Source: an optimization exercise on an open RTL-to-GDS flow (aim: small area, a short achievable clock period and few clock cycles per item). Production flows keep margins and buffers that such runs may drop. Only simulation tests tie the RTL to the original design; equivalence was not proved.

$ cat design.v
module calc_core (
	input             clk,
	input             rst,
	input             start,
	input      [9:0]  op,
	input      [19:0] a,
	input      [19:0] b,
	output            busy,
	output reg        done,
	output reg [19:0] result,
	output            neg,
	output     [47:0] hex
	);
	localparam OP_ADD  = 10'b0000000001;
	localparam OP_SUB  = 10'b0000000010;
	localparam OP_MUL  = 10'b0000000100;
	localparam OP_DIV  = 10'b0000001000;
	localparam OP_LOG  = 10'b1000000001;
	localparam OP_POW  = 10'b1000000010;
	localparam OP_FACT = 10'b1000000100;
	localparam OP_D2R  = 10'b1000001000;
	localparam N = 5;  
	reg        busy_r;
	reg        mode_pow;    
	reg        divz;        
	reg        acc1;        
	reg [19:0] ra;          
	reg [19:0] rb;          
	reg [1:0]  cnt;         
	assign busy = busy_r;
	assign neg  = result[19];
	wire accept = start & ~busy_r;
	wire        op_pow = (op == OP_POW);
	wire        pmul   = rb[0] & ~acc1;            
	wire [19:0] mx = busy_r ? (pmul ? result : ra) : a;
	wire [19:0] my = busy_r ? ra : (op_pow ? a : b);
	wire [19:0] prod = mx * my;
	function [19:0] fact_lut;
		input [4:0] x;
		begin
			case (x)
			5'd0: fact_lut = 20'd1;
			5'd1: fact_lut = 20'd1;
			5'd2: fact_lut = 20'd2;
			5'd3: fact_lut = 20'd6;
			5'd4: fact_lut = 20'd24;
			5'd5: fact_lut = 20'd120;
			5'd6: fact_lut = 20'd720;
			5'd7: fact_lut = 20'd5040;
			5'd8: fact_lut = 20'd40320;
			5'd9: fact_lut = 20'd362880;
			5'd10: fact_lut = 20'd483072;
			5'd11: fact_lut = 20'd70912;
			5'd12: fact_lut = 20'd850944;
			5'd13: fact_lut = 20'd576512;
			5'd14: fact_lut = 20'd731136;
			5'd15: fact_lut = 20'd481280;
			5'd16: fact_lut = 20'd360448;
			5'd17: fact_lut = 20'd884736;
			5'd18: fact_lut = 20'd196608;
			5'd19: fact_lut = 20'd589824;
			5'd20: fact_lut = 20'd262144;
			5'd21: fact_lut = 20'd262144;
			5'd22: fact_lut = 20'd524288;
			5'd23: fact_lut = 20'd524288;
			default: fact_lut = 20'd0;
			endcase
		end
	endfunction
	reg [19:0] log_r;
	integer k;
	always @* begin
		log_r = 20'd0;
		for (k = 1; k < 20; k = k + 1)
			if (a[k]) log_r = k;
	end
	wire [19:0] fact_r = (a < 20'd24) ? fact_lut(a[4:0]) : 20'd0;
	wire [19:0] d2r_r  = a / 20'd60;
	reg [19:0] dq, dr;
	reg [20:0] dt;
	reg [21:0] dd;
	integer s;
	always @* begin
		dr = ra;
		dq = result;
		for (s = 0; s < N; s = s + 1) begin
			dt = {dr, dq[19]};
			dq = {dq[18:0], 1'b0};
			dd = {1'b0, dt} - {2'b0, rb};
			if (!dd[21]) begin
				dr = dd[19:0];
				dq[0] = 1'b1;
			end else
				dr = dt[19:0];
		end
	end
	wire ge3 = ({15'd0, a[19:15]} >= b);
	wire ge2 = ({10'd0, a[19:10]} >= b);
	wire ge1 = ({5'd0,  a[19:5]}  >= b);
	wire ge0 = (a >= b);
	always @(posedge clk) begin
		done <= 1'b0;
		if (rst) begin
			busy_r <= 1'b0;
		end else if (!busy_r) begin
			if (start) begin
				divz <= 1'b0;
				case (op)
				OP_ADD:  begin result <= a + b; done <= 1'b1; end
				OP_SUB:  begin result <= a - b; done <= 1'b1; end
				OP_MUL:  begin result <= prod;  done <= 1'b1; end
				OP_LOG:  begin result <= log_r; done <= 1'b1; end
				OP_FACT: begin result <= fact_r; done <= 1'b1; end
				OP_D2R:  begin result <= d2r_r; done <= 1'b1; end
				OP_DIV: begin
					rb <= b;
					mode_pow <= 1'b0;
					if (b == 20'd0) begin
						result <= 20'd0; divz <= 1'b1; done <= 1'b1;
					end else if (ge3) begin
						ra <= 20'd0; result <= a; cnt <= 2'd3; busy_r <= 1'b1;
					end else if (ge2) begin
						ra <= {15'd0, a[19:15]}; result <= {a[14:0], 5'd0}; cnt <= 2'd2; busy_r <= 1'b1;
					end else if (ge1) begin
						ra <= {10'd0, a[19:10]}; result <= {a[9:0], 10'd0}; cnt <= 2'd1; busy_r <= 1'b1;
					end else if (ge0) begin
						ra <= {5'd0, a[19:5]}; result <= {a[4:0], 15'd0}; cnt <= 2'd0; busy_r <= 1'b1;
					end else begin
						result <= 20'd0; done <= 1'b1;
					end
				end
				OP_POW: begin
					mode_pow <= 1'b1;
					if (b == 20'd0) begin
						result <= a; done <= 1'b1;
					end else begin
						result <= b[0] ? a : 20'd1;
						acc1 <= ~b[0];
						ra <= prod;
						rb <= {1'b0, b[19:1]};
						if (b[19:1] == 19'd0) done <= 1'b1;
						else busy_r <= 1'b1;
					end
				end
				default: begin result <= 20'd63; done <= 1'b1; end
				endcase
			end
		end else if (!mode_pow) begin
			ra <= dr;
			result <= dq;
			cnt <= cnt - 2'd1;
			if (cnt == 2'd0) begin
				busy_r <= 1'b0; done <= 1'b1;
			end
		end else begin
			if (rb[0]) begin
				if (acc1) begin
					result <= ra;
					acc1 <= 1'b0;
					ra <= prod;
					rb <= {1'b0, rb[19:1]};
				end else begin
					result <= prod;
					rb[0] <= 1'b0;
				end
				if (rb[19:1] == 19'd0) begin
					busy_r <= 1'b0; done <= 1'b1;
				end
			end else begin
				ra <= prod;
				rb <= {1'b0, rb[19:1]};
			end
		end
	end
	function [7:0] seg;
		input [3:0] d;
		begin
			case (d)
			4'd0: seg = 8'b11000000;
			4'd1: seg = 8'b11111001;
			4'd2: seg = 8'b10100100;
			4'd3: seg = 8'b10110000;
			4'd4: seg = 8'b10011001;
			4'd5: seg = 8'b10010010;
			4'd6: seg = 8'b10000010;
			4'd7: seg = 8'b11111000;
			4'd8: seg = 8'b10000000;
			4'd9: seg = 8'b10010000;
			default: seg = 8'b11111111;
			endcase
		end
	endfunction
	wire [19:0] mag = result[19] ? (~result + 20'd1) : result;
	reg [23:0] bcd;
	integer i;
	always @* begin
		bcd = 24'd0;
		for (i = 19; i >= 0; i = i - 1) begin
			if (bcd[3:0]   >= 4'd5) bcd[3:0]   = bcd[3:0]   + 4'd3;
			if (bcd[7:4]   >= 4'd5) bcd[7:4]   = bcd[7:4]   + 4'd3;
			if (bcd[11:8]  >= 4'd5) bcd[11:8]  = bcd[11:8]  + 4'd3;
			if (bcd[15:12] >= 4'd5) bcd[15:12] = bcd[15:12] + 4'd3;
			if (bcd[19:16] >= 4'd5) bcd[19:16] = bcd[19:16] + 4'd3;
			if (bcd[23:20] >= 4'd5) bcd[23:20] = bcd[23:20] + 4'd3;
			bcd = {bcd[22:0], mag[i]};
		end
	end
	assign hex = divz ? 48'hFB8EAB_FFFFFF :
		{seg(bcd[23:20]), seg(bcd[19:16]), seg(bcd[15:12]),
		 seg(bcd[11:8]), seg(bcd[7:4]), seg(bcd[3:0])};
endmodule
$ cat run.sh
#!/bin/bash
# synth_recipe.tcl (not shown) runs the flow's synth.tcl, then flattens the netlist and writes it again
# the make line also repeats each setting of config.mk as NAME=value (left out here)
make -C /OpenROAD-flow-scripts/flow DESIGN_CONFIG=/design/flow/config.mk WORK_HOME=/design/flow/orfs CLKGATE_MAP_FILE= SYNTH_SCRIPT=/design/flow/synth_recipe.tcl finish
$ cat config.mk
export PLATFORM = sky130hd
export DESIGN_NAME = calc_core
export DESIGN_NICKNAME = calc_core
export VERILOG_FILES = /design/flow/design.v
export SDC_FILE = /design/flow/constraint.sdc
export NUM_CORES = 4
export LEC_CHECK = 0
export ABC_AREA = 1
export CAP_MARGIN = 20
export CORE_MARGIN = 2
export CORE_UTILIZATION = 40
export SLEW_MARGIN = 20
$ cat constraint.sdc
create_clock -name core_clock -period 55.0 [get_ports {clk}]
set_input_delay 11.0000 -clock core_clock [delete_from_list [all_inputs] [get_ports {clk}]]
set_output_delay 11.0000 -clock core_clock [all_outputs]
set_load 0.01 [all_outputs]
==> summary.md, run 1 <==
| Metric | Value |
|---|---|
| Syn Std Cell Area | `30130 µm²` |
| Row cnt | `100` |
| HP Class | `reg2reg` |
| Routed Antenna Nets | `0` |
| I/O pins | `124` |
| Final routed DRC violation total | `0` |
| GRT busiest layer | `met2` |
| Synth area leaders | `ha_1 (17%), nand2_1 (14%), inv_1 (10%)` |
| CTS clock-pin slew for the worst setup and hold paths | `70 ps` |
| CTS tree | `built` |
| Core Footprint | `74450 µm²` |
| Drt pass-1 iters | `6` |
| Most Frequent Cell on Critical Path | `inv_1` |
| GRT met1 Usage | `33.83%` |
| Num Clock Sinks | `67` |
| CP delay by family, top | `simple AND/OR/NAND/NOR gates` |
| DR iter-0 viols | `2469` |
| Slowest CP cell | `clkdlybuf4s50_1` |
| Largest net degree at the start of global routing | `54` |
| Worst Hold Slack | `577.8 ps` |
| NumNets Final | `5432` |
| Worst hold path depth | `2` |
| Hold path endpoint | `rb[3]` |
| Longest Clk Path Bufs | `2` |
| Port Buffers | `117` |
| Gr usage total | `26.49%` |
| Leading area contributor after synthesis | `ha_1` |
| WS Path Type | `reg2out` |
| Synth async-reset ratio | `0%` |
| Worst-Skew Late Latency | `380 ps` |
| Worst path max stage delay | `550 ps` |
| CTS buffer count | `9` |
| Seq cells post-synth | `67` |
| Distinct cells, synth | `70` |
| Setup TNS | `0 ps` |
| M2 GR Usage | `43.73%` |
| Fmax achieved | `0.03336 GHz` |
| Final Cell Area | `32710 µm²` |
| Critical R2R Capture | `ra[1]` |
| First-pass GRT wire length | `162.6 mm` |
| Total number of vias | `31366` |
| Slew @ Worst Pin | `1323 ps` |
| Synthesized instance count | `4749` |
| CP Capture Type | `output port` |
| Worst reg-to-reg setup slack | `33970 ps` |
| Max_cap viols | `0` |
| Critical Path RT | `44000 ps` |
| Post-CTS resize count | `0` |
| Met3 usage | `3.828%` |
| Number of synthesized flops with an enable pin | `65` |
| Post-CTS Hold Fix Bufs | `0` |
| Max-slew headroom | `11.58%` |
| RePlAce Congestion | `1.045` |
| Yosys warns | `1` |
| H-tree depth | `3` |
| Die ar. | `77530 µm²` |
| Final setup fails | `0` |
| CTS Root Cell | `clkbuf_16` |
| CP bufs+invs | `41` |
| Die width | `278.4 µm` |
| Postcts setup bufs | `0` |
| Vias/cell | `5.400` |
| Critical path fanouts, max | `8` |
| Wire per inst | `17.86 µm` |
| Die H | `278.4 µm` |
| Initial antenna violation count | `4` |
| Final period utilization | `54.51%` |
| Hold Vio Cnt, Final | `0` |
| Syn Area/Cell | `6.344 µm²` |
| RSZ-0062 raised after global routing | `false` |
| Critical Path Source Type | `register` |
| Share of cells above drive strength 1 | `9.322%` |
| Dpl cell area | `32410 µm²` |
| R2R depth | `116` |
| Gr ovfl total | `0` |
| Clk_skew | `17.37 ps` |
| DP HPWL | `85.49 mm` |
| Predominant post-synthesis flop cell | `edfxtp_1` |
| Seq/Total Area, Yosys | `6.612%` |
| Final Critical Period | `29980 ps` |
| Status | `timing/DRC/antenna clean` |
| Synth top area share | `16.70%` |
| Starting Density | `40.47%` |
| Hold path startpoint | `rb[4]` |
| Routed wire length | `103.7 mm` |
| Slew Limit Fails | `0` |
| Area delta synth->final | `8.568%` |
| Critical path arrival | `18980 ps` |
| Vias in the first global route | `29725` |
| Reg2Reg Launch Point | `result[19]` |
-- worst reg2reg max path, delay by kind of cell, from the launching register on --
family                   cells  cell delay (ps)
AO/OA/AOI/OAI               51             9880
AND/OR/NAND/NOR             50             5460
buffers and inverters        9             2470
adder cells (fa/ha/maj)      5             1590
flip-flops                   1              880
multiplexers                 1              450
-- metal layers --
layer  vias up  wire length [µm]
li1      15568                 -
met1     14311             44090
met2      1180             45910
met3       301              7651
met4         6              5966
met5         -                98
-- cells by family after synthesis --
group,after synthesis,share of synthesized area (%)
flip-flops,67,6.612
AO/OA/AOI/OAI,803,16.34
AND/OR/NAND/NOR,2193,33.41
XOR/XNOR,153,4.498
multiplexers,4,0.1371
buffers and inverters,982,12.73
other,1,0.01245
adder cells (fa/ha/maj),546,26.26
-- cell usage after synthesis (all sizes together) (4+ instances only) --
cell / number
nor2: 372
nor3: 18
nand2: 1244
buf: 32
o21ai: 298
o21bai: 38
clkbuf: 69
a221oi: 13
xnor2: 52
o2111ai: 15
o22ai: 22
inv: 865
nand4: 32
xor2: 101
a32oi: 5
clkinv: 14
or2: 51
fa: 144
ha: 402
a21o: 8
nand3: 424
nor4: 14
nand3b: 19
a22oi: 6
a2111oi: 8
a31oi: 4
o221ai: 43
a21oi: 263
o31ai: 9
o21a: 13
o211ai: 41
a211oi: 5
edfxtp: 65
and2: 17
-- how the worst max path moves through the flow --
| stage | cells past startpoint | from | slack (ps) | to |
|---|---|---|---|---|
| finish | 152 | result[0] | 25020 | hex[38] |
| floorplan | 150 | result[0] | 27690 | hex[35] |
| CTS | 152 | result[0] | 24920 | hex[38] |
| global route | 152 | result[0] | 22700 | hex[38] |
| global placement | 152 | result[0] | 25890 | hex[38] |
| detailed placement | 152 | result[0] | 25390 | hex[38] |
-- sequential cells by signal, summed over array words and instances, names as in the netlist --
register,flops
busy_r,1
ra,20
acc1,1
divz,1
rb,20
mode_pow,1
done,1
cnt,2
result,20
-- through the flow --
| step | std cells | util (%) | setup WS (ps) |
|---|---|---|---|
| floorplan | 4754 | - | 27690 |
| global placement | 5791 | 43.54 | 25890 |
| detailed placement | 5791 | 43.54 | 25390 |
| CTS | 5807 | 43.93 | 24920 |
| global route | 5807 | 43.93 | 22700 |
| finish | 5808 | 43.94 | 25020 |
-- cell type report --
| cell class | count | area [µm²] |
|---|---|---|
| clock inverters | 7 | 67.56 |
| multi-input cells | 3705 | 24330 |
| clock buffers | 9 | 225.2 |
| flip-flops and latches | 67 | 1993 |
| repair buffers | 171 | 1577 |
| fillers | 7998 | 41740 |
| diodes | 1 | 2.502 |
| inverters | 879 | 3299 |
| well taps | 969 | 1212 |
-- cell usage in the layout (no fill, tap or decap), types with 8 or more instances in the layout --
cell             synthesis  final
or2_1                    8      8
o2111ai_1               15     15
o21ai_2                 22     22
a221oi_1                13     13
or2_2                   41     41
and2_1                  10     10
nor3_1                  18     17
clkbuf_16                0      9
nand2_1               1085   1085
o211ai_1                41     41
fa_1                   144    144
clkdlybuf4s50_1          0    117
clkinv_1                14     16
o21ai_0                234    234
inv_1                  814    814
o31ai_1                  9      9
nor2_1                 356    355
a21oi_1                260    259
o21a_1                  13     13
inv_2                   51     51
nand3_1                361    361
nand3_2                 57     57
o221ai_1                43     43
o21ai_4                 10     10
nand3b_1                17     17
xor2_1                 101    101
o21ai_1                 32     32
ha_1                   402    402
nand2_4                 18     18
nand4_1                 32     32
nor4_1                  14     14
nand2_2                141    141
o22ai_1                 22     22
o21bai_1                37     37
a21o_1                   8      8
nor2_2                  15     16
edfxtp_1                65     65
xnor2_1                 50     50
buf_4                   12     54
Testbench counts, summed over its fixed seeds: cycles 3,024, items 1,920.
==> run 2, diff against run 1 <==
--- a/config.mk
+++ b/config.mk
@@ -5,7 +5,6 @@
 export SDC_FILE = /design/flow/constraint.sdc
 export NUM_CORES = 4
 export LEC_CHECK = 0
-export ABC_AREA = 1
 export CAP_MARGIN = 20
 export CORE_MARGIN = 2
 export CORE_UTILIZATION = 40
==> run 2 against run 1 <==
  * Critical path depth is 42 lower
  * Core utilization is 0.087 points higher
  * Setup slack worse by 8000 ps
  * Maximum frequency is 21% lower
  * Sequential cell count stayed put
  * Global-route usage is 1.7 points lower
==> summary.md, run 2 <==
| Metric | Value |
|---|---|
| Slew @ Worst Pin | `1200 ps (-123.5 ps)` |
| CTS buffer count | `9 (unchanged)` |
| Critical Path RT | `44000 ps (about the same)` |
| Worst setup path end | `hex[35]` |
| Port Buffers | `117 (unchanged)` |
| Count leader, synth | `inv_1` |
| Worst path max stage delay | `630 ps (+80 ps)` |
| Wire per inst | `19.14 µm (+7.2%)` |
| Longest Clk Path Bufs | `2 (unchanged)` |
| RSZ-0062 raised after global routing | `false` |
| Area delta synth->final | `8.536% (about the same)` |
| Worst setup path start | `result[0]` |
| Synth top area share | `16.60% (-0.094 points)` |
| DP HPWL | `79.32 mm (-7.2%)` |
| RePlAce Congestion | `0.9770 (-6.5%)` |
| Gr ovfl total | `0 (unchanged)` |
| Slew Limit Fails | `0 (unchanged)` |
| DR iter-0 viols | `2730 (+11%)` |
| Vias in the first global route | `28230 (-5.0%)` |
| Fmax achieved | `0.02634 GHz (-21%)` |
| Max_cap viols | `0 (unchanged)` |
| NumNets Final | `4774 (-12%)` |
| Row cnt | `100 (unchanged)` |
| Number of synthesized flops with an enable pin | `65 (unchanged)` |
| Fill count | `7592 (-5.1%)` |
| Finished Core Util | `44.02% (+0.087 points)` |
| Critical Path Source Type | `register` |
| Critical R2R Capture | `result[0]` |
| Worst-Skew Late Latency | `340 ps (-40 ps)` |
| Share of cells above drive strength 1 | `6.459% (-2.9 points)` |
| I/O pins | `124 (unchanged)` |
| Slowest CP cell | `a211oi_1` |
| Core Footprint | `74700 µm² (+0.34%)` |
| Distinct cells, synth | `113 (+61%)` |
| Final routed DRC violation total | `0 (unchanged)` |
| CTS Root Cell | `clkbuf_16` |
| Largest net degree at the start of global routing | `69 (+28%)` |
| Setup TNS | `0 ps (unchanged)` |
| Starting Density | `40.56% (+0.092 points)` |
| Commonest non-fill, non-tap cell in the layout | `inv_1` |
| Top Registers | `ra: 20 flops, rb: 20 flops, result: 20 flops` |
| Commonest cells after routing, fill and taps aside | `inv_1 (478), ha_1 (402), nor2_1 (387), nand2_1 (387), a21oi_1 (332)` |
| Max-slew headroom | `17.96% (+6.4 points)` |
| Critical path fanouts, max | `10 (+2)` |
| Status | `timing/DRC/antenna clean` |
| Seq cells post-synth | `67 (unchanged)` |
| Footprint of the multi-input gates | `25870 µm² (+6.3%)` |
| Final setup fails | `0 (unchanged)` |
| Num Clock Sinks | `67 (unchanged)` |
| Total number of vias | `29915 (-4.6%)` |
| Postcts setup bufs | `0 (unchanged)` |
| Die ar. | `77960 µm² (+0.55%)` |
| FF/Latch Area | `1996 µm² (+0.13%)` |
| Most Frequent Cell on Critical Path | `ha_1` |
| CTS tree | `built` |
| Final period utilization | `69.03% (+15 points)` |
| Leading area contributor after synthesis | `ha_1` |
| H-tree depth | `3 (unchanged)` |
| Reg2Reg Launch Point | `rb[1]` |
| Syn Std Cell Area | `30300 µm² (+0.56%)` |
| Clk_skew | `10.47 ps (-6.893 ps)` |
| Hold Vio Cnt, Final | `0 (unchanged)` |
| Seq/Total Area, Yosys | `6.574% (-0.037 points)` |
| Post-CTS resize count | `0 (unchanged)` |
| Routed Antenna Nets | `0 (unchanged)` |
| Drt pass-1 iters | `6 (unchanged)` |
| Yosys warns | `1 (unchanged)` |
| WS Path Type | `reg2out` |
| Die H | `279.2 µm (+0.28%)` |
| Synth area leaders | `ha_1 (17%), fa_1 (9.5%), edfxtp_1 (6.4%)` |
| Gr usage total | `24.76% (-1.7 points)` |
| Die width | `279.2 µm (+0.28%)` |
| CTS clock-pin slew for the worst setup and hold paths | `60 ps (about the same)` |
| R2R depth | `126 (+8.6%)` |
| Syn Area/Cell | `7.322 µm² (+15%)` |
| Final Critical Period | `37970 ps (+7988 ps)` |
| First-pass GRT wire length | `155.5 mm (-4.4%)` |
| Initial antenna violation count | `3 (-1)` |
| Synth async-reset ratio | `0% (unchanged)` |
| Predominant post-synthesis flop cell | `edfxtp_1` |
| Post-CTS Hold Fix Bufs | `0 (unchanged)` |
| Synthesized instance count | `4138 (-13%)` |
| Vias/cell | `5.809 (+7.6%)` |
| CP Capture Type | `output port` |
| Worst reg-to-reg setup slack | `29960 ps (-4010 ps)` |
| Synth top cells by count | `inv_1 (478), ha_1 (402), nor2_1 (388)` |
| Routed wire length | `98.57 mm (-5.0%)` |
| HP Class | `reg2reg` |
| Critical path arrival | `26970 ps (+7990 ps)` |
run 2: cell count changes in the layout (fill, tap and decap cells not counted), sizes merged, moves of 87 or more:
cell / delta
xnor2: +101
nand3: -366
mux2i: +121
nand2b: +87
inv: -379
nand2: -856
run 2: through the flow:
step / hold WS [ps] / instances / cell area, µm² / setup slack (ps)
2_1_floorplan: 550.1 / 4143 / 30320 / 21740
3_3_place_gp: 566.9 / 5133 / 32600 / 18270
3_5_place_dp: 575.5 / 5133 / 32600 / 17680
4_1_cts: 583.7 / 5149 / 32880 / 17190
5_1_grt: 612.5 / 5149 / 32880 / 14600
6_report: 588.6 / 5150 / 32880 / 17030
run 2: layout make-up:
type                       instances  share of cell area, %
antenna                            1               0.007610
clock buffer                      10                 0.6963
clock inverter                     6                 0.1712
inverter                         493                  5.627
multi-input combinational       3421                  78.67
sequential                        67                  6.069
tap                              969                  3.687
timing repair buffer             183                  5.068
run 2: critical path, delay by kind of cell, from the launching register on:
family,cells,cell delay [ps]
simple gates,35,8010
compound gates,26,7360
fa+ha+maj,20,4740
buf+inv,16,2460
xor+xnor,9,2440
mux,4,980
flops,1,550
run 2: metal layers:
metal / part of all wire [%] / routed length [µm] / up-vias / track usage [%]
li1: - / - / 14639 / -
met1: 45 / 44270 / 13985 / 34.34
met2: 43 / 42650 / 1096 / 39.42
met3: 7.8 / 7653 / 191 / 2.970
met4: 4.0 / 3956 / 4 / 8.864
met5: 0.029 / 29 / - / 0
run 2: worst min-delay path by stage:
stage	depth (start not counted)	slack (ps)	start	end
after floorplan	1	550	cnt[0]	cnt[0]
after global placement	1	570	cnt[0]	cnt[0]
after CTS	1	580	cnt[0]	cnt[0]
after detailed placement	1	580	cnt[0]	cnt[0]
after global routing	1	610	cnt[0]	cnt[0]
final	1	590	cnt[0]	cnt[0]
run 2: cell families (layout without fill, tap and decap cells):
kind of cell / count (synthesis) / after routing / share of synthesized area [%]
compound gates: 1211 / 1211 / 26.29
xor+xnor: 187 / 187 / 5.505
fa+ha+maj: 551 / 551 / 26.28
buf+inv: 655 / 692 / 8.325
flops: 67 / 67 / 6.574
mux: 210 / 210 / 7.537
other cells: 1 / 7 / 0.01238
simple gates: 1256 / 1256 / 19.47
==> run 3, diff against run 2 <==
--- a/design.v
+++ b/design.v
@@ -19,14 +19,14 @@
 	localparam OP_POW  = 10'b1000000010;
 	localparam OP_FACT = 10'b1000000100;
 	localparam OP_D2R  = 10'b1000001000;
-	localparam N = 5;  
+	localparam N = 4;  
 	reg        busy_r;
 	reg        mode_pow;    
 	reg        divz;        
 	reg        acc1;        
 	reg [19:0] ra;          
 	reg [19:0] rb;          
-	reg [1:0]  cnt;         
+	reg [2:0]  cnt;         
 	assign busy = busy_r;
 	assign neg  = result[19];
 	wire accept = start & ~busy_r;
@@ -94,10 +94,31 @@
 				dr = dt[19:0];
 		end
 	end
-	wire ge3 = ({15'd0, a[19:15]} >= b);
-	wire ge2 = ({10'd0, a[19:10]} >= b);
-	wire ge1 = ({5'd0,  a[19:5]}  >= b);
-	wire ge0 = (a >= b);
+	reg [4:0] la, lb;
+	integer m;
+	always @* begin
+		la = 5'd0;
+		lb = 5'd0;
+		for (m = 0; m < 20; m = m + 1) begin
+			if (a[m]) la = m + 1;
+			if (b[m]) lb = m + 1;
+		end
+	end
+	wire [4:0] ldiff = la - lb;
+	wire       qzero = (la < lb);
+	reg [2:0]  j0;
+	always @* begin
+		if (ldiff >= 5'd16) j0 = 3'd4;
+		else j0 = {1'b0, ldiff[3:2]};
+	end
+	wire pzero = (a == 20'd0) ||
+		(a[0]   == 1'b0  && b >= 20'd20) ||
+		(a[1:0] == 2'd0  && b >= 20'd10) ||
+		(a[2:0] == 3'd0  && b >= 20'd7)  ||
+		(a[3:0] == 4'd0  && b >= 20'd5)  ||
+		(a[4:0] == 5'd0  && b >= 20'd4)  ||
+		(a[6:0] == 7'd0  && b >= 20'd3)  ||
+		(a[9:0] == 10'd0 && b >= 20'd2);
 	always @(posedge clk) begin
 		done <= 1'b0;
 		if (rst) begin
@@ -117,22 +138,26 @@
 					mode_pow <= 1'b0;
 					if (b == 20'd0) begin
 						result <= 20'd0; divz <= 1'b1; done <= 1'b1;
-					end else if (ge3) begin
-						ra <= 20'd0; result <= a; cnt <= 2'd3; busy_r <= 1'b1;
-					end else if (ge2) begin
-						ra <= {15'd0, a[19:15]}; result <= {a[14:0], 5'd0}; cnt <= 2'd2; busy_r <= 1'b1;
-					end else if (ge1) begin
-						ra <= {10'd0, a[19:10]}; result <= {a[9:0], 10'd0}; cnt <= 2'd1; busy_r <= 1'b1;
-					end else if (ge0) begin
-						ra <= {5'd0, a[19:5]}; result <= {a[4:0], 15'd0}; cnt <= 2'd0; busy_r <= 1'b1;
+					end else if (qzero) begin
+						result <= 20'd0; done <= 1'b1;
 					end else begin
-						result <= 20'd0; done <= 1'b1;
+						busy_r <= 1'b1;
+						cnt <= j0;
+						case (j0)
+						3'd0: begin ra <= {4'd0,  a[19:4]};  result <= {a[3:0],  16'd0}; end
+						3'd1: begin ra <= {8'd0,  a[19:8]};  result <= {a[7:0],  12'd0}; end
+						3'd2: begin ra <= {12'd0, a[19:12]}; result <= {a[11:0], 8'd0};  end
+						3'd3: begin ra <= {16'd0, a[19:16]}; result <= {a[15:0], 4'd0};  end
+						default: begin ra <= 20'd0; result <= a; end
+						endcase
 					end
 				end
 				OP_POW: begin
 					mode_pow <= 1'b1;
 					if (b == 20'd0) begin
 						result <= a; done <= 1'b1;
+					end else if (pzero) begin
+						result <= 20'd0; done <= 1'b1;
 					end else begin
 						result <= b[0] ? a : 20'd1;
 						acc1 <= ~b[0];
@@ -148,8 +173,8 @@
 		end else if (!mode_pow) begin
 			ra <= dr;
 			result <= dq;
-			cnt <= cnt - 2'd1;
-			if (cnt == 2'd0) begin
+			cnt <= cnt - 3'd1;
+			if (cnt == 3'd0) begin
 				busy_r <= 1'b0; done <= 1'b1;
 			end
 		end else begin
@@ -191,17 +216,26 @@
 		end
 	endfunction
 	wire [19:0] mag = result[19] ? (~result + 20'd1) : result;
+	function [3:0] add3;
+		input [3:0] d;
+		begin
+			add3[3] = d[3] | (d[2] & d[0]) | (d[2] & d[1]);
+			add3[2] = (d[3] & d[0]) | (d[2] & ~d[1] & ~d[0]);
+			add3[1] = (d[3] & ~d[0]) | (~d[2] & d[1]) | (d[1] & d[0]);
+			add3[0] = (d[3] & ~d[0]) | (~d[3] & ~d[2] & d[0]) | (d[2] & d[1] & ~d[0]);
+		end
+	endfunction
 	reg [23:0] bcd;
 	integer i;
 	always @* begin
 		bcd = 24'd0;
 		for (i = 19; i >= 0; i = i - 1) begin
-			if (bcd[3:0]   >= 4'd5) bcd[3:0]   = bcd[3:0]   + 4'd3;
-			if (bcd[7:4]   >= 4'd5) bcd[7:4]   = bcd[7:4]   + 4'd3;
-			if (bcd[11:8]  >= 4'd5) bcd[11:8]  = bcd[11:8]  + 4'd3;
-			if (bcd[15:12] >= 4'd5) bcd[15:12] = bcd[15:12] + 4'd3;
-			if (bcd[19:16] >= 4'd5) bcd[19:16] = bcd[19:16] + 4'd3;
-			if (bcd[23:20] >= 4'd5) bcd[23:20] = bcd[23:20] + 4'd3;
+			bcd[3:0]   = add3(bcd[3:0]);
+			bcd[7:4]   = add3(bcd[7:4]);
+			bcd[11:8]  = add3(bcd[11:8]);
+			bcd[15:12] = add3(bcd[15:12]);
+			bcd[19:16] = add3(bcd[19:16]);
+			bcd[23:20] = add3(bcd[23:20]);
 			bcd = {bcd[22:0], mag[i]};
 		end
 	end
--- a/config.mk
+++ b/config.mk
@@ -5,6 +5,7 @@
 export SDC_FILE = /design/flow/constraint.sdc
 export NUM_CORES = 4
 export LEC_CHECK = 0
+export ABC_AREA = 1
 export CAP_MARGIN = 20
 export CORE_MARGIN = 2
 export CORE_UTILIZATION = 40
==> run 3 against run 2 <==
  * Clock-buffer cell count is the same
  * Via count shrank 10%
  * Sequential share of layout area grew 1.4 points
  * Area after synthesis shrank 19%
  * Core utilization grew 0.51 points
  * Maximum frequency grew 83%
  * Sequential cell count grew 1
  * Critical endpoint is now result[16]
  * Largest cell class unchanged
  * Highest routed layer is now met4
==> summary.md, run 3 <==
| Metric | Value |
|---|---|
| Status | `timing/DRC/antenna clean` |
| NumNets Final | `4471 (-6.3%)` |
| Worst hold path depth | `2 (+1)` |
| Initial antenna violation count | `2 (-1)` |
| M2 GR Usage | `47.59% (+8.2 points)` |
| Distinct cells, synth | `66 (-42%)` |
| Synthesized instance count | `3977 (-3.9%)` |
| Max-slew headroom | `21.31% (+3.3 points)` |
| Synth top cells by count | `nand2_1 (1004), inv_1 (626), nor2_1 (330)` |
| Commonest non-fill, non-tap cell in the layout | `nand2_1` |
| Fmax achieved | `0.04818 GHz (+83%)` |
| Vias in the first global route | `25347 (-10%)` |
| Core Footprint | `60580 µm² (-19%)` |
| GRT met1 Usage | `40.40% (+6.1 points)` |
| Critical Path RT | `55080 ps (+11080 ps)` |
| Commonest cells after routing, fill and taps aside | `nand2_1 (1004), inv_1 (625), nor2_1 (330)` |
| Wire per inst | `19.79 µm (+3.4%)` |
| DP HPWL | `77.81 mm (-1.9%)` |
| Critical path arrival | `20840 ps (-6130 ps)` |
| Post-CTS Hold Fix Bufs | `0 (unchanged)` |
| Worst reg-to-reg setup slack | `39020 ps (+9060 ps)` |
| Port Buffers | `117 (unchanged)` |
| CTS buffer count | `9 (unchanged)` |
| Syn Std Cell Area | `24560 µm² (-19%)` |
| Share of cells above drive strength 1 | `7.704% (+1.2 points)` |
| R2R depth | `93 (-26%)` |
| Seq/Total Area, Yosys | `8.233% (+1.7 points)` |
| Predominant post-synthesis flop cell | `edfxtp_1` |
| CTS tree | `built` |
| RSZ-0062 raised after global routing | `false` |
| Hold path startpoint | `rb[4]` |
| Met3 usage | `6.149% (+3.2 points)` |
| Longest Clk Path Bufs | `2 (unchanged)` |
| I/O pins | `124 (unchanged)` |
| Drt pass-1 iters | `6 (unchanged)` |
| Total number of vias | `26879 (-10%)` |
| Largest net degree at the start of global routing | `61 (-12%)` |
| Synth top area share | `15.35% (-1.3 points)` |
| Worst path max stage delay | `830 ps (+200 ps)` |
| Max_cap viols | `0 (unchanged)` |
| First-pass GRT wire length | `148.1 mm (-4.8%)` |
| Post-CTS resize count | `0 (unchanged)` |
| Placed cells | `4829 (-5.9%)` |
| Critical Path Source Type | `input pin` |
| Die H | `251.8 µm (-9.8%)` |
| Worst setup path start | `op[5]` |
| Gr ovfl total | `0 (unchanged)` |
| WS Path Type | `in2reg` |
| Area delta synth->final | `9.858%` |
| CTS Root Cell | `clkbuf_16` |
| Row cnt | `90 (-10%)` |
| Slowest CP cell | `nor2_1` |
| Worst-Skew Late Latency | `340 ps (about the same)` |
| Hold Vio Cnt, Final | `0 (unchanged)` |
| Critical R2R Capture | `ra[19]` |
| H-tree depth | `3 (unchanged)` |
| Die ar. | `63390 µm² (-19%)` |
| Final period utilization | `37.74% (-31 points)` |
| Final std cells w/o fill | `4846 (-5.9%)` |
| Clk_skew | `11.05 ps (+0.5775 ps)` |
| Die width | `251.8 µm (-9.8%)` |
| FF/Latch Area | `2023 µm² (+1.4%)` |
| Final setup fails | `0 (unchanged)` |
| Starting Density | `40.54% (about the same)` |
| Leading area contributor after synthesis | `nand2_1` |
| Routed wire length | `95.92 mm (-2.7%)` |
| Synth async-reset ratio | `0% (unchanged)` |
| Top Registers | `ra: 20 flops, rb: 20 flops, result: 20 flops` |
| Yosys warns | `1 (unchanged)` |
| Seq cells post-synth | `68 (+1.5%)` |
| Most Frequent Cell on Critical Path | `inv_1` |
| CP Capture Type | `register` |
| Vias/cell | `5.547 (-4.5%)` |
| Reg2Reg Launch Point | `result[19]` |
| Critical path fanouts, max | `50 (+40)` |
| Final Critical Period | `20750 ps (-17210 ps)` |
| Number of synthesized flops with an enable pin | `66 (+1.5%)` |
| Syn Area/Cell | `6.175 µm² (-16%)` |
| Count leader, synth | `nand2_1` |
| Hold path endpoint | `rb[3]` |
| Gr usage total | `30.09% (+5.3 points)` |
| Postcts setup bufs | `0 (unchanged)` |
| DR iter-0 viols | `2851 (+4.4%)` |
| Slew Limit Fails | `0 (unchanged)` |
| Slew @ Worst Pin | `1172 ps (-27.60 ps)` |
| HP Class | `reg2reg` |
| Setup TNS | `0 ps (unchanged)` |
| Synth area leaders | `nand2_1 (15%), fa_1 (12%), ha_1 (11%)` |
| GRT busiest layer | `met2` |
| RePlAce Congestion | `1.028 (+5.3%)` |
| Footprint of the multi-input gates | `19490 µm² (-25%)` |
| Final routed DRC violation total | `0 (unchanged)` |
| CTS clock-pin slew for the worst setup and hold paths | `60 ps (about the same)` |
| Num Clock Sinks | `68 (+1.5%)` |
| Fill count | `6567 (-14%)` |
| Routed Antenna Nets | `0 (unchanged)` |
==> run 3: final cells by class <==
| type | count | share of cell area (%) |
|---|---|---|
| antenna | 1 | 0.009275 |
| clock buffer | 10 | 0.8487 |
| clock inverter | 6 | 0.1159 |
| inverter | 694 | 9.660 |
| multi-input combinational | 3108 | 72.23 |
| sequential | 68 | 7.499 |
| tap | 782 | 3.627 |
| timing repair buffer | 177 | 6.010 |
==> run 3: stage by stage <==
| step | hold slack [ps] | area [µm²] | utilization (%) | setup WS [ps] |
|---|---|---|---|---|
| floorplan | 532.7 | 24580 | - | 36050 |
| global placement | 566.3 | 26720 | 44.10 | 34390 |
| detailed placement | 559.5 | 26720 | 44.10 | 34160 |
| CTS | 581.0 | 26980 | 44.53 | 34470 |
| global route | 619.9 | 26980 | 44.53 | 33460 |
| finish | 586.2 | 26980 | 44.53 | 34250 |
==> run 3: per-layer routing <==
metal	part of all wire, %	vias to the layer above
li1	-	13054
met1	43	12352
met2	43	1217
met3	10	256
met4	4.6	0
met5	0	-
==> run 3: cell families (layout without fill, tap and decap cells) <==
| group | count (synthesis) | count (layout) | synth area share, % |
|---|---|---|---|
| simple gates | 1836 | 1836 | 32.51 |
| buf+inv | 806 | 887 | 12.54 |
| compound gates | 746 | 746 | 18.26 |
| fa+ha+maj | 360 | 360 | 22.68 |
| xor+xnor | 158 | 158 | 5.665 |
| flops | 68 | 68 | 8.233 |
| mux | 2 | 2 | 0.08661 |
| other cells | 1 | 7 | 0.01527 |
==> run 3: worst max-delay path by stage <==
stage               slack [ps]    endpoint  depth (start not counted)
floorplan                36050  result[19]                         43
global placement         34390  result[19]                         43
detailed placement       34160  result[18]                         47
CTS                      34470  result[18]                         47
global route             33460  result[18]                         47
finish                   34250  result[16]                         45
==> run 3: worst max-delay path, delay by kind of cell <==
family                     cells  cell delay, ps
and+or+nand+nor                9            2070
adders and majority gates      8            3050
xor gates and xnor gates       1             330
buffers and inverters         13            1890
AOI/OAI and AO/OA             14            2500
Testbench counts of run 3, summed over its fixed seeds: cycles 2,897, items 1,920.
==> run 4, diff against run 3 <==
--- a/design.v
+++ b/design.v
@@ -30,10 +30,9 @@
 	assign busy = busy_r;
 	assign neg  = result[19];
 	wire accept = start & ~busy_r;
-	wire        op_pow = (op == OP_POW);
 	wire        pmul   = rb[0] & ~acc1;            
 	wire [19:0] mx = busy_r ? (pmul ? result : ra) : a;
-	wire [19:0] my = busy_r ? ra : (op_pow ? a : b);
+	wire [19:0] my = busy_r ? ra : (op[1] ? a : b);
 	wire [19:0] prod = mx * my;
 	function [19:0] fact_lut;
 		input [4:0] x;
@@ -74,6 +73,7 @@
 		for (k = 1; k < 20; k = k + 1)
 			if (a[k]) log_r = k;
 	end
+	wire [19:0] addsub = a + (b ^ {20{op[1]}}) + {19'd0, op[1]};
 	wire [19:0] fact_r = (a < 20'd24) ? fact_lut(a[4:0]) : 20'd0;
 	wire [19:0] d2r_r  = a / 20'd60;
 	reg [19:0] dq, dr;
@@ -127,8 +127,8 @@
 			if (start) begin
 				divz <= 1'b0;
 				case (op)
-				OP_ADD:  begin result <= a + b; done <= 1'b1; end
-				OP_SUB:  begin result <= a - b; done <= 1'b1; end
+				OP_ADD:  begin result <= addsub; done <= 1'b1; end
+				OP_SUB:  begin result <= addsub; done <= 1'b1; end
 				OP_MUL:  begin result <= prod;  done <= 1'b1; end
 				OP_LOG:  begin result <= log_r; done <= 1'b1; end
 				OP_FACT: begin result <= fact_r; done <= 1'b1; end
--- a/config.mk
+++ b/config.mk
@@ -6,7 +6,7 @@
 export NUM_CORES = 4
 export LEC_CHECK = 0
 export ABC_AREA = 1
-export CAP_MARGIN = 20
+export CAP_MARGIN = 50
 export CORE_MARGIN = 2
 export CORE_UTILIZATION = 40
-export SLEW_MARGIN = 20
+export SLEW_MARGIN = 70
==> run 4 against run 3 <==
  * Critical endpoint is now hex[35]
  * Still clean on timing, DRC and antenna
  * Core utilization up 0.55 points
  * Die area down 1.8%
  * Design area down 0.82%
  * Critical path depth up 6
  * Hold slack better by 87 ps
  * Cell count down 1.3%
==> summary.md, run 4 <==
| Metric | Value |
|---|---|
| Reg2Reg Launch Point | `result[19]` |
| CTS Root Cell | `clkbuf_16` |
| Max_cap viols | `0 (unchanged)` |
| Seq/Total Area, Yosys | `8.388% (+0.15 points)` |
| CTS tree | `built` |
| DR iter-0 viols | `2915 (+2.2%)` |
| Finished Core Util | `45.08% (+0.55 points)` |
| Critical R2R Capture | `ra[4]` |
| Predominant post-synthesis flop cell | `edfxtp_1` |
| Final setup fails | `0 (unchanged)` |
| Worst path max stage delay | `540 ps (-290 ps)` |
| Hold Vio Cnt, Final | `0 (unchanged)` |
| Postcts setup bufs | `0 (unchanged)` |
| Most Frequent Cell on Critical Path | `nand2_1` |
| Fmax achieved | `0.05136 GHz (+6.6%)` |
| Top Registers | `ra: 20 flops, rb: 20 flops, result: 20 flops` |
| R2R depth | `98 (+5.4%)` |
| Total number of vias | `26547 (-1.2%)` |
| Commonest cells after routing, fill and taps aside | `nand2_1 (1064), inv_1 (578), nor2_1 (327)` |
| Critical path arrival | `8470 ps (-12370 ps)` |
| HP Class | `reg2reg` |
| Die width | `249.5 µm (-0.91%)` |
| Count leader, synth | `nand2_1` |
| Num Clock Sinks | `68 (unchanged)` |
| Core Footprint | `59350 µm² (-2.0%)` |
| Placed cells | `4766 (-1.3%)` |
| Leading area contributor after synthesis | `nand2_1` |
| Vias in the first global route | `24668 (-2.7%)` |
| CP bufs+invs | `5 (-8)` |
| Syn Std Cell Area | `24110 µm² (-1.8%)` |
| Final std cells w/o fill | `4785 (-1.3%)` |
| CTS clock-pin slew for the worst setup and hold paths | `60 ps (about the same)` |
| Setup TNS | `0 ps (unchanged)` |
| Synth top area share | `16.65% (+1.3 points)` |
| Longest Clk Path Bufs | `2 (unchanged)` |
| Slew Limit Fails | `0 (unchanged)` |
| Gr ovfl total | `0 (unchanged)` |
| Synth top cells by count | `nand2_1 (1069), inv_1 (603), nor2_1 (334)` |
| Vias/cell | `5.548 (about the same)` |
| Seq cells post-synth | `68 (unchanged)` |
| Starting Density | `40.61% (+0.077 points)` |
| Worst hold path depth | `3 (+1)` |
| Largest net degree at the start of global routing | `51 (-16%)` |
| Synthesized instance count | `3929 (-1.2%)` |
| Hold path startpoint | `cnt[0]` |
| Slew @ Worst Pin | `517.6 ps (-654.4 ps)` |
| Synth async-reset ratio | `0% (unchanged)` |
| Critical Path Source Type | `register` |
| Dpl cell area | `26390 µm² (-1.2%)` |
| Final routed DRC violation total | `0 (unchanged)` |
| Final Cell Area | `26760 µm² (-0.82%)` |
| Drt pass-1 iters | `6 (unchanged)` |
| Yosys warns | `1 (unchanged)` |
| Gr usage total | `29.09% (-1.0 points)` |
| Status | `timing/DRC/antenna clean` |
| CTS buffer count | `9 (unchanged)` |
| Critical path fanouts, max | `8 (-84%)` |
| CP delay by family, top | `simple AND/OR/NAND/NOR gates` |
| WS Path Type | `reg2out` |
| Clk_skew | `10.76 ps (-0.2889 ps)` |
| Die H | `249.5 µm (-0.91%)` |
| DP HPWL | `75.02 mm (-3.6%)` |
| Die ar. | `62240 µm² (-1.8%)` |
| Area delta synth->final | `11.00%` |
| Routed wire length | `92.32 mm (-3.8%)` |
| Post-CTS Hold Fix Bufs | `0 (unchanged)` |
| Syn Area/Cell | `6.135 µm² (-0.65%)` |
| Worst reg-to-reg setup slack | `39770 ps (+750 ps)` |
| RePlAce Congestion | `1.053 (+2.4%)` |
| Number of synthesized flops with an enable pin | `66 (unchanged)` |
| Hold path endpoint | `cnt[0]` |
| Max-slew headroom | `65.46% (+44 points)` |
| Post-CTS resize count | `0 (unchanged)` |
| Initial antenna violation count | `1 (-1)` |
| Critical Path RT | `44000 ps (-11080 ps)` |
| Final period utilization | `35.40% (-2.3 points)` |
| RSZ-0062 raised after global routing | `false` |
| Share of cells above drive strength 1 | `9.526% (+1.8 points)` |
| Wire per inst | `19.29 µm (-2.5%)` |
| Synth area leaders | `nand2_1 (17%), fa_1 (12%), ha_1 (11%)` |
| Distinct cells, synth | `64 (-3.0%)` |
| Worst-Skew Late Latency | `350 ps (about the same)` |
| Slowest CP cell | `clkdlybuf4s50_1` |
| I/O pins | `124 (unchanged)` |
| NumNets Final | `4414 (-1.3%)` |
| Row cnt | `89 (-1.1%)` |
| CP Capture Type | `output port` |
| Routed Antenna Nets | `0 (unchanged)` |
| Commonest non-fill, non-tap cell in the layout | `nand2_1` |
| Final Critical Period | `19470 ps (-1286 ps)` |
| H-tree depth | `3 (unchanged)` |
| Port Buffers | `117 (unchanged)` |
| First-pass GRT wire length | `142.3 mm (-3.9%)` |
-- run 4: changes by cell type after synthesis, sizes merged, moves of 6 or more --
cell and change:
o21bai -6, nand2 +54, xor2 +7, or2 -8, o21ai +7, o22ai -7
a21oi -7, nand3 -33, a221oi +9, a31oi -10, inv -29
-- run 4: worst max-delay path by stage --
stage / startpoint / to / slack, ps / cells after the start
after global routing: result[0] / hex[35] / 34400 / 59
after floorplan: op[1] / result[18] / 36500 / 43
final: result[0] / hex[35] / 35530 / 51
after detailed placement: a[5] / result[18] / 35610 / 37
after global placement: a[2] / result[18] / 35150 / 42
after CTS: result[0] / hex[35] / 35480 / 53
-- run 4: cell type report --
type / instances / area (µm²)
well taps: 773 / 967.2
fillers: 6369 / 32600
multi-input cells: 3090 / 19520
diodes: 2 / 5.005
clock inverters: 6 / 42.54
inverters: 662 / 2496
clock buffers: 9 / 225.2
flip-flops and latches: 68 / 2022
repair buffers: 175 / 1481
-- run 4: logic make-up after synthesis --
| logic type | Yosys count | share of synthesized area (%) |
|---|---|---|
| and+or+nand+nor | 1843 | 32.46 |
| DFF | 68 | 8.388 |
| adders and majority gates | 355 | 22.85 |
| buffers and inverters | 776 | 12.32 |
| xor gates and xnor gates | 160 | 5.876 |
| muxes | 1 | 0.04153 |
| other | 1 | 0.01556 |
| AOI/OAI and AO/OA | 725 | 18.05 |
-- run 4: routing by layer --
metal  vias to the layer above  GRT usage (%)  wire length [µm]
met5                         -              0                 0
met4                         0          13.36              5059
met3                       262          5.184              8775
met2                      1285          45.26             38970
met1                     12130          39.17             39520
li1                      12870              -                 -
-- run 4: worst reg2reg max path, delay by kind of cell (launching register included) --
kind            cells  cell delay, ps
simple gates       42            3670
compound gates     42            8050
buf+inv            10            1590
fa+ha+maj           4            1110
flops               1             510
-- run 4: stage by stage --
stage | hold WS, ps | setup slack, ps
2_1_floorplan | 552.0 | 36500
3_3_place_gp | 649.9 | 35150
3_5_place_dp | 665.5 | 35610
4_1_cts | 675.9 | 35480
5_1_grt | 719.5 | 34400
6_report | 673.5 | 35530
Testbench counts of run 4, summed over its fixed seeds: cycles 2,897, items 1,920.
==> run 5, diff against run 4 <==
--- a/config.mk
+++ b/config.mk
@@ -6,7 +6,7 @@
 export NUM_CORES = 4
 export LEC_CHECK = 0
 export ABC_AREA = 1
-export CAP_MARGIN = 50
+export CAP_MARGIN = 20
 export CORE_MARGIN = 2
-export CORE_UTILIZATION = 40
-export SLEW_MARGIN = 70
+export CORE_UTILIZATION = 70
+export SLEW_MARGIN = 20
==> run 5 against run 4 <==
  * Critical path depth is 9 lower
  * Register-to-register slack worse by 3600 ps
  * Setup slack worse by 470 ps
  * First-iteration DRC count is 48% higher
  * Sequential share of layout area is 0.25 points higher
  * Critical path type is now in2reg
==> summary.md, run 5 <==
| Metric | Value |
|---|---|
| HP Class | `reg2reg` |
| Slowest CP cell | `clkdlybuf4s50_1` |
| RSZ-0062 raised after global routing | `false` |
| Largest net degree at the start of global routing | `58 (+14%)` |
| Most Frequent Cell on Critical Path | `inv_1` |
| Leading area contributor after synthesis | `nand2_1` |
| DP HPWL | `71.38 mm (-4.9%)` |
| Synth top cells by count | `nand2_1 (1069), inv_1 (603), nor2_1 (334)` |
| Fmax achieved | `0.05015 GHz (-2.4%)` |
| WS Path Type | `in2reg` |
| Die H | `189.6 µm (-24%)` |
| Seq cells post-synth | `68 (unchanged)` |
| Syn Area/Cell | `6.135 µm² (unchanged)` |
| Predominant post-synthesis flop cell | `edfxtp_1` |
| First-pass GRT wire length | `137.9 mm (-3.1%)` |
| Final routed DRC violation total | `0 (unchanged)` |
| RePlAce Congestion | `1.153 (+9.5%)` |
| Area delta synth->final | `7.495%` |
| Row cnt | `67 (-25%)` |
| Postcts setup bufs | `0 (unchanged)` |
| Total number of vias | `28383 (+6.9%)` |
| Number of synthesized flops with an enable pin | `66 (unchanged)` |
| Slew Limit Fails | `0 (unchanged)` |
| CTS clock-pin slew for the worst setup and hold paths | `60 ps (about the same)` |
| Final Critical Period | `19940 ps (+472.0 ps)` |
| Wire per inst | `20.13 µm (+4.3%)` |
| Critical path fanouts, max | `16 (+8)` |
| Distinct cells, synth | `64 (unchanged)` |
| Worst path max stage delay | `850 ps (+310 ps)` |
| Max_cap viols | `0 (unchanged)` |
| CP Capture Type | `register` |
| Starting Density | `71.53% (+31 points)` |
| Synth top area share | `16.65% (unchanged)` |
| Drt pass-1 iters | `13 (+7)` |
| Syn Std Cell Area | `24110 µm² (unchanged)` |
| Die ar. | `35940 µm² (-42%)` |
| Cell count along the critical path | `42 (-18%)` |
| Worst hold path depth | `3 (unchanged)` |
| Max-slew headroom | `14.75% (-51 points)` |
| CP bufs+invs | `11 (+6)` |
| CTS Root Cell | `clkbuf_16` |
| Yosys warns | `1 (unchanged)` |
| Commonest non-fill, non-tap cell in the layout | `nand2_1` |
| Slew @ Worst Pin | `1270 ps (+752.7 ps)` |
| Routed Antenna Nets | `0 (unchanged)` |
| Vias/cell | `6.397 (+15%)` |
| Setup TNS | `0 ps (unchanged)` |
| Fill count | `2662 (-58%)` |
| Hold Vio Cnt, Final | `0 (unchanged)` |
| Critical Path Source Type | `input pin` |
| Gr usage total | `48.65% (+20 points)` |
| NumNets Final | `4388 (-0.59%)` |
| Critical Path RT | `55060 ps (+11060 ps)` |
| Critical path arrival | `20000 ps (+11530 ps)` |
| Seq/Total Area, Yosys | `8.388% (unchanged)` |
| I/O pins | `124 (unchanged)` |
| Routed wire length | `89.33 mm (-3.2%)` |
| Synth area leaders | `nand2_1 (17%), fa_1 (12%), ha_1 (11%)` |
| Final period utilization | `36.26% (+0.86 points)` |
| Worst-Skew Late Latency | `340 ps (about the same)` |
| Post-CTS resize count | `0 (unchanged)` |
| Share of cells above drive strength 1 | `6.223% (-3.3 points)` |
| Die width | `189.6 µm (-24%)` |
| CTS tree | `built` |
| Port Buffers | `117 (unchanged)` |
| Worst Hold Slack | `674.1 ps (+0.6320 ps)` |
| Count leader, synth | `nand2_1` |
| CP delay by family, top | `adder cells` |
| Status | `timing/DRC/antenna clean` |
| Commonest cells after routing, fill and taps aside | `nand2_1 (1068), inv_1 (603), nor2_1 (334)` |
| Gr ovfl total | `0 (unchanged)` |
| Final setup fails | `0 (unchanged)` |
| Initial antenna violation count | `4 (+3)` |
| Core Footprint | `33700 µm² (-43%)` |
| Post-CTS Hold Fix Bufs | `0 (unchanged)` |
| Clk_skew | `4.790 ps (-5.972 ps)` |
| Num Clock Sinks | `68 (unchanged)` |
| Longest Clk Path Bufs | `2 (unchanged)` |
| Top Registers | `ra: 20 flops, rb: 20 flops, result: 20 flops` |
| Synth async-reset ratio | `0% (unchanged)` |
| CTS buffer count | `9 (unchanged)` |
| Vias in the first global route | `26398 (+7.0%)` |
| R2R depth | `95 (-3.1%)` |
| Synthesized instance count | `3929 (unchanged)` |
| DR iter-0 viols | `4301 (+48%)` |
| H-tree depth | `3 (unchanged)` |
run 5: final timing paths:
kind,start,slack [ps],to
worst max-delay path,a[3],35060,result[18]
worst min register to register,cnt[0],670,cnt[0]
worst max register to register,result[19],36140,ra[16]
worst min-delay path,cnt[0],670,cnt[0]
run 5: cell families (layout without fill, tap and decap cells):
kind of cell               Yosys count  after routing  synth area share, %
other                                1             10              0.01556
DFF                                 68             68                8.388
muxes                                1              1              0.04153
and+or+nand+nor                   1843           1843                32.46
AOI/OAI and AO/OA                  725            725                18.05
adders and majority gates          355            355                22.85
xor gates and xnor gates           160            160                5.876
buffers and inverters              776            827                12.32
run 5: through the flow:
stage          instances  instance area [µm²]  setup WS [ps]  util, %
2_1_floorplan       3934                24120          36500        -
3_3_place_gp        4414                25600          34960    75.96
3_5_place_dp        4415                25630          35040    76.04
4_1_cts             4431                25880          35330    76.80
5_1_grt             4433                25900          34520    76.86
6_report            4437                25910          35060    76.89
run 5: worst register-to-register path, delay by kind of cell (launching register included):
| family | cells | cell delay (ps) |
|---|---|---|
| buffers and inverters | 7 | 2250 |
| adder cells (fa/ha/maj) | 4 | 1230 |
| AND/OR/NAND/NOR | 41 | 5190 |
| flip-flops | 1 | 740 |
| AO/OA/AOI/OAI | 43 | 9140 |
run 5: per-layer routing:
metal	track usage [%]	up-vias	part of all wire, %
met4	29.96	0	8.3
li1	-	12833	-
met1	57.16	12768	35
met5	0.6868	-	0
met2	75.39	2217	42
met3	18.23	565	15
run 5: cell type report:
| type | count | area (µm²) | share of cell area, % |
|---|---|---|---|
| antenna | 4 | 10.01 | 0.03863 |
| clock buffer | 12 | 236.5 | 0.9126 |
| clock inverter | 4 | 18.77 | 0.07243 |
| inverter | 662 | 2485 | 9.590 |
| multi-input combinational | 3090 | 19170 | 73.97 |
| sequential | 68 | 2022 | 7.803 |
| tap | 448 | 560.5 | 2.163 |
| timing repair buffer | 149 | 1411 | 5.447 |
==> run 6, diff against run 5 <==
--- a/config.mk
+++ b/config.mk
@@ -6,7 +6,7 @@
 export NUM_CORES = 4
 export LEC_CHECK = 0
 export ABC_AREA = 1
-export CAP_MARGIN = 20
+export CAP_MARGIN = 80
 export CORE_MARGIN = 2
 export CORE_UTILIZATION = 70
-export SLEW_MARGIN = 20
+export SLEW_MARGIN = 90
==> run 6 against run 5 <==
  * The run now fails in detailed placement (3_5_place_dp)
  * Synthesized cell count unchanged
  * Area after synthesis unchanged
==> summary.md, run 6 <==
| Metric | Value |
|---|---|
| I/O pins | `124 (unchanged)` |
| Synth top cells by count | `nand2_1 (1069), inv_1 (603), nor2_1 (334)` |
| Port Buffers | `117 (unchanged)` |
| Status | `did not finish` |
| Seq/Total Area, Yosys | `8.388% (unchanged)` |
| Synth async-reset ratio | `0% (unchanged)` |
| Die width | `189.6 µm (unchanged)` |
| Seq cells post-synth | `68 (unchanged)` |
| Synthesized instance count | `3929 (unchanged)` |
| Exit stage | `detailed placement (3_5_place_dp)` |
| Stop Error | `[ERROR DPL-0038] Utilization greater than 100%, impossible to legalize` |
| Distinct cells, synth | `64 (unchanged)` |
| Largest family of logic cells by synthesized area | `simple AND/OR/NAND/NOR gates` |
| XOR/XNOR Fraction of Synth Area | `5.876% (unchanged)` |
| Count leader, synth | `nand2_1` |
| Synthesized-area fraction occupied by adder cells | `22.85% (unchanged)` |
| Post-synthesis compound-gate area fraction | `18.05% (unchanged)` |
| Post-synthesis simple-gate area fraction | `32.46% (unchanged)` |
| Starting Density | `71.53% (unchanged)` |
| Synth area leaders | `nand2_1 (17%), fa_1 (12%), ha_1 (11%)` |
| RePlAce Congestion | `1.153 (unchanged)` |
| Syn Std Cell Area | `24110 µm² (unchanged)` |
| Syn Area/Cell | `6.135 µm² (unchanged)` |
| Die H | `189.6 µm (unchanged)` |
| Yosys warns | `1 (unchanged)` |
| Predominant post-synthesis flop cell | `edfxtp_1` |
| Row cnt | `67 (unchanged)` |
| Leading area contributor after synthesis | `nand2_1` |
| Number of synthesized flops with an enable pin | `66 (unchanged)` |
| Multiplexer share of the synthesized area | `0.04152% (unchanged)` |
| Synth top area share | `16.65% (unchanged)` |
run 6: cell families after synthesis:
| logic type | Yosys count |
|---|---|
| buffers and inverters | 776 |
| flip-flops | 68 |
| AND/OR/NAND/NOR | 1843 |
| adder cells (fa/ha/maj) | 355 |
| other | 1 |
| XOR/XNOR | 160 |
| AO/OA/AOI/OAI | 725 |
| multiplexers | 1 |
run 6: worst max path at each step:
stage / end / slack, ps / depth (start not counted)
floorplan: result[18] / 36500 / 43
global placement: result[18] / 34960 / 38
run 6: metrics by stage:
step | cells | area [µm²] | hold WS, ps | worst slack [ps]
floorplan | 3934 | 24120 | 552.0 | 36500
global placement | 4414 | 25600 | 651.0 | 34960
==> run 7, diff against run 6 <==
--- a/config.mk
+++ b/config.mk
@@ -8,5 +8,5 @@
 export ABC_AREA = 1
 export CAP_MARGIN = 80
 export CORE_MARGIN = 2
-export CORE_UTILIZATION = 70
+export CORE_UTILIZATION = 40
 export SLEW_MARGIN = 90
==> run 7 against run 6 <==
  * The run fails in global routing (5_1_grt)
  * Area after synthesis unchanged
  * Synthesized cell count unchanged
==> summary.md, run 7 <==
| Metric | Value |
|---|---|
| Seq cells post-synth | `68 (unchanged)` |
| Distinct cells, synth | `64 (unchanged)` |
| Synth area leaders | `nand2_1 (17%), fa_1 (12%), ha_1 (11%)` |
| Syn Area/Cell | `6.135 µm² (unchanged)` |
| Syn Std Cell Area | `24110 µm² (unchanged)` |
| Predominant post-synthesis flop cell | `edfxtp_1` |
| Starting Density | `40.61% (-31 points)` |
| Longest Clk Path Bufs | `2` |
| Row cnt | `89 (+33%)` |
| Synth async-reset ratio | `0% (unchanged)` |
| CTS buffer count | `9` |
| I/O pins | `124 (unchanged)` |
| Gr usage total | `95.23%` |
| DP HPWL | `170.1 mm` |
| Yosys warns | `1 (unchanged)` |
| Die width | `249.5 µm (+32%)` |
| Post-CTS resize count | `0` |
| Number of synthesized flops with an enable pin | `66 (unchanged)` |
| Stop Error | `[ERROR GRT-0116] Global routing finished with congestion. Check the congestion regions in the DRC Viewer.` |
| Leading area contributor after synthesis | `nand2_1` |
| Vias in the first global route | `54609` |
| Synth top cells by count | `nand2_1 (1069), inv_1 (603), nor2_1 (334)` |
| Post-CTS Hold Fix Bufs | `0` |
| Die H | `249.5 µm (+32%)` |
| CTS Root Cell | `clkbuf_16` |
| Port Buffers | `117 (unchanged)` |
| Largest net degree at the start of global routing | `19` |
| RePlAce Congestion | `1.053 (-8.7%)` |
| Seq/Total Area, Yosys | `8.388% (unchanged)` |
| Exit stage | `global routing (5_1_grt)` |
| Num Clock Sinks | `68` |
| Synthesized instance count | `3929 (unchanged)` |
| First-pass GRT wire length | `435.6 mm` |
| Postcts setup bufs | `0` |
| Gr ovfl total | `3227` |
| H-tree depth | `3` |
| Synth top area share | `16.65% (unchanged)` |
| Status | `did not finish` |
| Count leader, synth | `nand2_1` |
run 7: layer usage:
metal  overflow  GRT usage (%)
met3        155          85.10
met4        730          98.85
met2       2100          112.0
met1        229          88.72
met5         13          69.11
run 7: logic make-up after synthesis:
logic type,after synthesis,synth area share [%]
adder cells (fa/ha/maj),355,22.85
AND/OR/NAND/NOR,1843,32.46
other,1,0.01556
XOR/XNOR,160,5.876
buffers and inverters,776,12.32
AO/OA/AOI/OAI,725,18.05
flip-flops,68,8.388
multiplexers,1,0.04153
run 7: worst max-delay path by stage:
stage,start,to,slack [ps],depth (start not counted)
after CTS,op[7],result[6],21540,80
after detailed placement,b[3],result[6],21820,90
after global placement,a[2],result[18],35150,42
after floorplan,op[1],result[18],36500,43
run 7: through the flow:
step | instances | cell area, µm² | setup slack, ps
global placement | 4758 | 26150 | 35150
floorplan | 3934 | 24120 | 36500
CTS | 6316 | 50080 | 21540
detailed placement | 6300 | 49760 | 21820

## re-timing with driven ports
The results above use ideal ports. As a check the final layouts listed here were re-extracted and re-timed, cells and wires unchanged. Step 1 assumes that a clkbuf_16 drives the clock port and a buf_2 every other input. Step 2, shift: input delay + t, output delay - t, t = (earliest + latest rising clock arrival at the registers) / 2. This alone moves slack from input paths to output paths. Slacks: ideal / step 1 / step 2; pairs: ideal / step 1.
run | t, ns | setup slack, ns | clock arrival spread, ns | worst data-port slew with drivers (ns)
run 1 | 0.413 | 25.020 / 24.975 / 25.389 | 0.018 / 0.017 | 0.04
run 2 | 0.387 | 17.032 / 16.984 / 17.371 | 0.011 / 0.010 | 0.04
run 3 | 0.386 | 34.246 / 34.272 / 33.887 | 0.011 / 0.011 | 0.04
run 4 | 0.387 | 35.531 / 35.485 / 35.525 | 0.010 / 0.011 | 0.05
run 5 | 0.374 | 35.059 / 35.076 / 34.702 | 0.004 / 0.005 | 0.05
After both steps setup and hold are still met in every run listed. The setup slack of run 3, which loses most, moves by +0.026 ns with the drivers and by -0.359 ns with both steps.
